Context: an optimization exercise on an open-source flow, tuned for small area. The choices shown serve that exercise and are no tape-out recipe.
The RTL was checked by simulation tests, not by an equivalence proof against the original design.
The flow treats the clock pin as an ideal source, which a real chip does not have.

Design maxer, start of the top module:
module maxer(
    input clk,
    input rst,
    input maxing,
    input [784-1:0] ips_gen_out,
    output reg start_ips_gen,
    output reg next_ips_gen,
    output reg maxer_valid,
    output [24-1:0] threshold
    );
For scale: about 58 flip-flops, ~810 I/O pins, roughly 19,000 µm² of cells after synthesis.
export LEC_CHECK = 0
export CAP_MARGIN = 20
export CORE_MARGIN = 2
export CORE_UTILIZATION = 22
export SLEW_MARGIN = 20
export SYNTH_HIERARCHICAL = 1
create_clock -name core_clock -period 7.0 [get_ports {clk}]
standard.sh (not shown) runs the stock make flow with config.mk's settings and CLKGATE_MAP_FILE= SYNTH_SCRIPT=/design/flow/synth_recipe.tcl, a recipe that flattens the netlist after the stock synthesis.
==> flow/flow/run.sh <==
#!/bin/bash
# Standard ORFS layout (the standard.sh, unchanged synthesis), with the
# port buffers made of the smallest buffer cell instead of the default pick.
set -euo pipefail
export BUFFER_PORTS_ARGS="-buffer_cell sky130_fd_sc_hd__buf_1"
bash standard.sh finish > flow_make.log 2>&1
Next try:
==> flow/flow/run.sh (replaced) <==
#!/bin/bash
# Standard ORFS layout (the standard.sh, unchanged synthesis), with
# - the port buffers made of the smallest buffer cell instead of the default pick,
# - a clock tree of small clock buffers and no dummy loads.
set -euo pipefail
export BUFFER_PORTS_ARGS="-buffer_cell sky130_fd_sc_hd__buf_1"
export CTS_ARGS="-sink_clustering_enable -repair_clock_nets -root_buf sky130_fd_sc_hd__clkbuf_4 -buf_list sky130_fd_sc_hd__clkbuf_4 -dont_use_dummy_load"
bash standard.sh finish > flow_make.log 2>&1
- CORE_AREA: default -> 2 2 418 148
- CORE_MARGIN: 2 -> default
- CORE_UTILIZATION: 22 -> default
- DIE_AREA: default -> 0 0 420 150
Result: Non-clock buffer count grows by 4; final cell count falls by about 10%; global-route usage is higher by 5.7 points; wire length fell by about 1.5%; critical path depth went up by 1; utilization rose by 10 points; die area fell by about 28%.
Next try:
- CORE_AREA: 2 2 418 148 -> default
- CORE_MARGIN: default -> 2
- CORE_UTILIZATION: default -> 22
- DIE_AREA: 0 0 420 150 -> default
Effect: The changed run produced a clean layout; maximum frequency rose slightly; count of clock-buffer cells in the layout stays the same; register-to-register slack improved by 0.11 ns; cell count rose by roughly a tenth; cell area rose slightly; via count stays flat; die area rose by well over a third; wire length rose slightly; non-clock buffer count fell by 4.

---

Another version of the RTL of maxer (not shown whole).
Size: about 1000 cells after synthesis, about 58 flip-flops, roughly 810 I/O pins, ~0.019 mm^2 of cells after synthesis.
==> flow/config.mk <==
export PLATFORM = sky130hd
export DESIGN_NAME = maxer
export DESIGN_NICKNAME = maxer
export VERILOG_FILES = /design/flow/design.v
export SDC_FILE = /design/flow/constraint.sdc
export NUM_CORES = 4
export LEC_CHECK = 0
export CAP_MARGIN = 20
export CORE_MARGIN = 2
export CORE_UTILIZATION = 22
export SLEW_MARGIN = 20
export SYNTH_HIERARCHICAL = 1
==> flow/constraint.sdc <==
create_clock -name core_clock -period 7.0 [get_ports {clk}]
set_input_delay 1.4000 -clock core_clock [delete_from_list [all_inputs] [get_ports {clk}]]
set_output_delay 1.4000 -clock core_clock [all_outputs]
set_load 0.01 [all_outputs]
==> flow/flow/run.sh <==
#!/bin/bash
# Standard ORFS layout (the standard.sh, unchanged synthesis), with
# - the port buffers made of the smallest buffer cell instead of the default pick,
# - the buffers that synthesis put on submodule outputs removed at floorplan,
set -euo pipefail
export BUFFER_PORTS_ARGS="-buffer_cell sky130_fd_sc_hd__buf_1"
export REMOVE_ABC_BUFFERS=1
L=orfs/logs/sky130hd/maxer/base

bash standard.sh place > make_place.log 2>&1
for buf in clkbuf_4 clkbuf_8 clkbuf_16; do
  export CTS_ARGS="-sink_clustering_enable -repair_clock_nets -root_buf sky130_fd_sc_hd__$buf -buf_list sky130_fd_sc_hd__$buf -dont_use_dummy_load"
  bash standard.sh cts > make_cts_$buf.log 2>&1
  openroad -no_init -exit flow/clk_slew.tcl > clk_slew_$buf.log 2>&1
  slew=$(awk '/^CLK_SLEW_PS/ {print $2}' clk_slew_$buf.log)
  echo "clock buffers $buf: worst flip-flop clock slew ${slew} ps"
  if awk -v s="$slew" 'BEGIN { exit !(s != "" && s <= 125) }'; then break; fi
  cp $L/4_1_cts.log cts_$buf.log || true
  bash standard.sh clean_cts > make_clean_cts_$buf.log 2>&1
done
bash standard.sh finish > make_finish.log 2>&1
==> flow/flow/clk_slew.tcl <==
# Worst slew at the flip-flop clock pins of the clock tree just built.
set P $::env(FLOW_HOME)/platforms/sky130hd
read_liberty $P/lib/sky130_fd_sc_hd__tt_025C_1v80.lib
read_db orfs/results/sky130hd/maxer/base/4_cts.odb
read_sdc orfs/results/sky130hd/maxer/base/4_cts.sdc
source $P/setRC.tcl
set_propagated_clock [all_clocks]
estimate_parasitics -placement
set mx 0
foreach p [get_pins -hierarchical */CLK] {
  set s [get_property $p slew_max]
  if { $s > $mx } { set mx $s }
}
puts "CLK_SLEW_PS [expr { $mx * 1000.0 }]"
Rerun with:
--- a/flow/flow/run.sh
+++ b/flow/flow/run.sh
@@ -3,6 +3,4 @@
 # - the port buffers made of the smallest buffer cell instead of the default pick,
-# - the buffers that synthesis put on submodule outputs removed at floorplan,
 set -euo pipefail
 export BUFFER_PORTS_ARGS="-buffer_cell sky130_fd_sc_hd__buf_1"
-export REMOVE_ABC_BUFFERS=1
 L=orfs/logs/sky130hd/maxer/base
@@ -16,3 +14,3 @@
   echo "clock buffers $buf: worst flip-flop clock slew ${slew} ps"
-  if awk -v s="$slew" 'BEGIN { exit !(s != "" && s <= 125) }'; then break; fi
+  if awk -v s="$slew" 'BEGIN { exit !(s != "" && s <= 120) }'; then break; fi
   cp $L/4_1_cts.log cts_$buf.log || true
Result:
- The new run completed without violations
- core utilization rose by 0.14 points
- setup slack got worse by 0.15 ns
- wire length is higher by 3.7%
- synthesized cell count is unchanged
- first-iteration DRC count climbs by 8.3%
- maximum frequency goes down by 2.2%
- via count hardly moves
- clock-buffer cell count does not change
Rerun with:
--- a/flow/flow/run.sh
+++ b/flow/flow/run.sh
@@ -3,4 +3,8 @@
 # - the port buffers made of the smallest buffer cell instead of the default pick,
+# - the buffers that synthesis put on submodule outputs removed at floorplan,
+# - one tie cell for all the constant outputs instead of one per output,
 set -euo pipefail
 export BUFFER_PORTS_ARGS="-buffer_cell sky130_fd_sc_hd__buf_1"
+export REMOVE_ABC_BUFFERS=1
+export SKIP_REPAIR_TIE_FANOUT=1
 L=orfs/logs/sky130hd/maxer/base
@@ -14,3 +18,3 @@
   echo "clock buffers $buf: worst flip-flop clock slew ${slew} ps"
-  if awk -v s="$slew" 'BEGIN { exit !(s != "" && s <= 120) }'; then break; fi
+  if awk -v s="$slew" 'BEGIN { exit !(s != "" && s <= 125) }'; then break; fi
   cp $L/4_1_cts.log cts_$buf.log || true
- GPL_TIMING_DRIVEN: not set -> 0
The new run ran to the end with no violations.
Global-route usage is lower by 0.15 points.
Fmax is about the same.
Clock-buffer cell count does not change.
Final cell count fell by 1.1%.
Synthesized area stays the same.
Setup slack improves by 0.016 ns.
Wire length went down by 1.8%.
First-iteration DRC count is lower by 26%.
Non-clock buffer count is lower by 11.
Rerun with:
--- a/flow/flow/run.sh
+++ b/flow/flow/run.sh
@@ -3,8 +3,4 @@
 # - the port buffers made of the smallest buffer cell instead of the default pick,
-# - the buffers that synthesis put on submodule outputs removed at floorplan,
-# - one tie cell for all the constant outputs instead of one per output,
 set -euo pipefail
 export BUFFER_PORTS_ARGS="-buffer_cell sky130_fd_sc_hd__buf_1"
-export REMOVE_ABC_BUFFERS=1
-export SKIP_REPAIR_TIE_FANOUT=1
 L=orfs/logs/sky130hd/maxer/base
- GPL_TIMING_DRIVEN: 0 -> not set
After rerunning: Global-route usage rises by 0.15 points. Via count rises slightly. Wire length rises slightly.

-- static timing again, ports no longer ideal --
Ports are ideal in the flow. The routed layouts listed here were re-timed in OpenROAD.
Step 1 assumes that a clkbuf_16 drives the clock port and a buf_2 every other input.
Step 2 also shifts input and output timing later by t, the mid clock arrival at the registers, as if the neighbouring blocks saw the same clock.
a / b / c = ideal ports / drivers / drivers and shift; a / b = the first two.
run | t, ns | setup WS [ns] | worst hold slack (ns) | cell pins on the clock port's net
the first run of note 1 | 0.383 | 0.145 / 0.171 / -0.212 | 0.324 / 0.324 / 0.324 | 1
the second run of note 1 | 0.499 | 0.179 / 0.200 / -0.299 | 0.356 / 0.356 / 0.356 | 1
the third run of note 1 | 0.444 | 0.200 / 0.218 / -0.226 | 0.330 / 0.330 / 0.330 | 1
the first run of note 2 | 0.432 | 0.382 / 0.403 / -0.029 | 0.329 / 0.329 / 0.329 | 1
the second run of note 2 | 0.379 | 0.232 / 0.260 / -0.118 | 0.316 / 0.316 / 0.316 | 1
the third run of note 2 | 0.440 | 0.248 / 0.262 / -0.178 | 0.318 / 0.318 / 0.318 | 1
the fourth run of note 2 | 0.426 | 0.275 / 0.303 / -0.123 | 0.316 / 0.316 / 0.316 | 1
Met with ideal ports but missed after step 2: setup timing in every run listed. The setup slack of the second run of note 1, which loses most, moves by +0.021 ns with the drivers and by -0.478 ns with both steps.
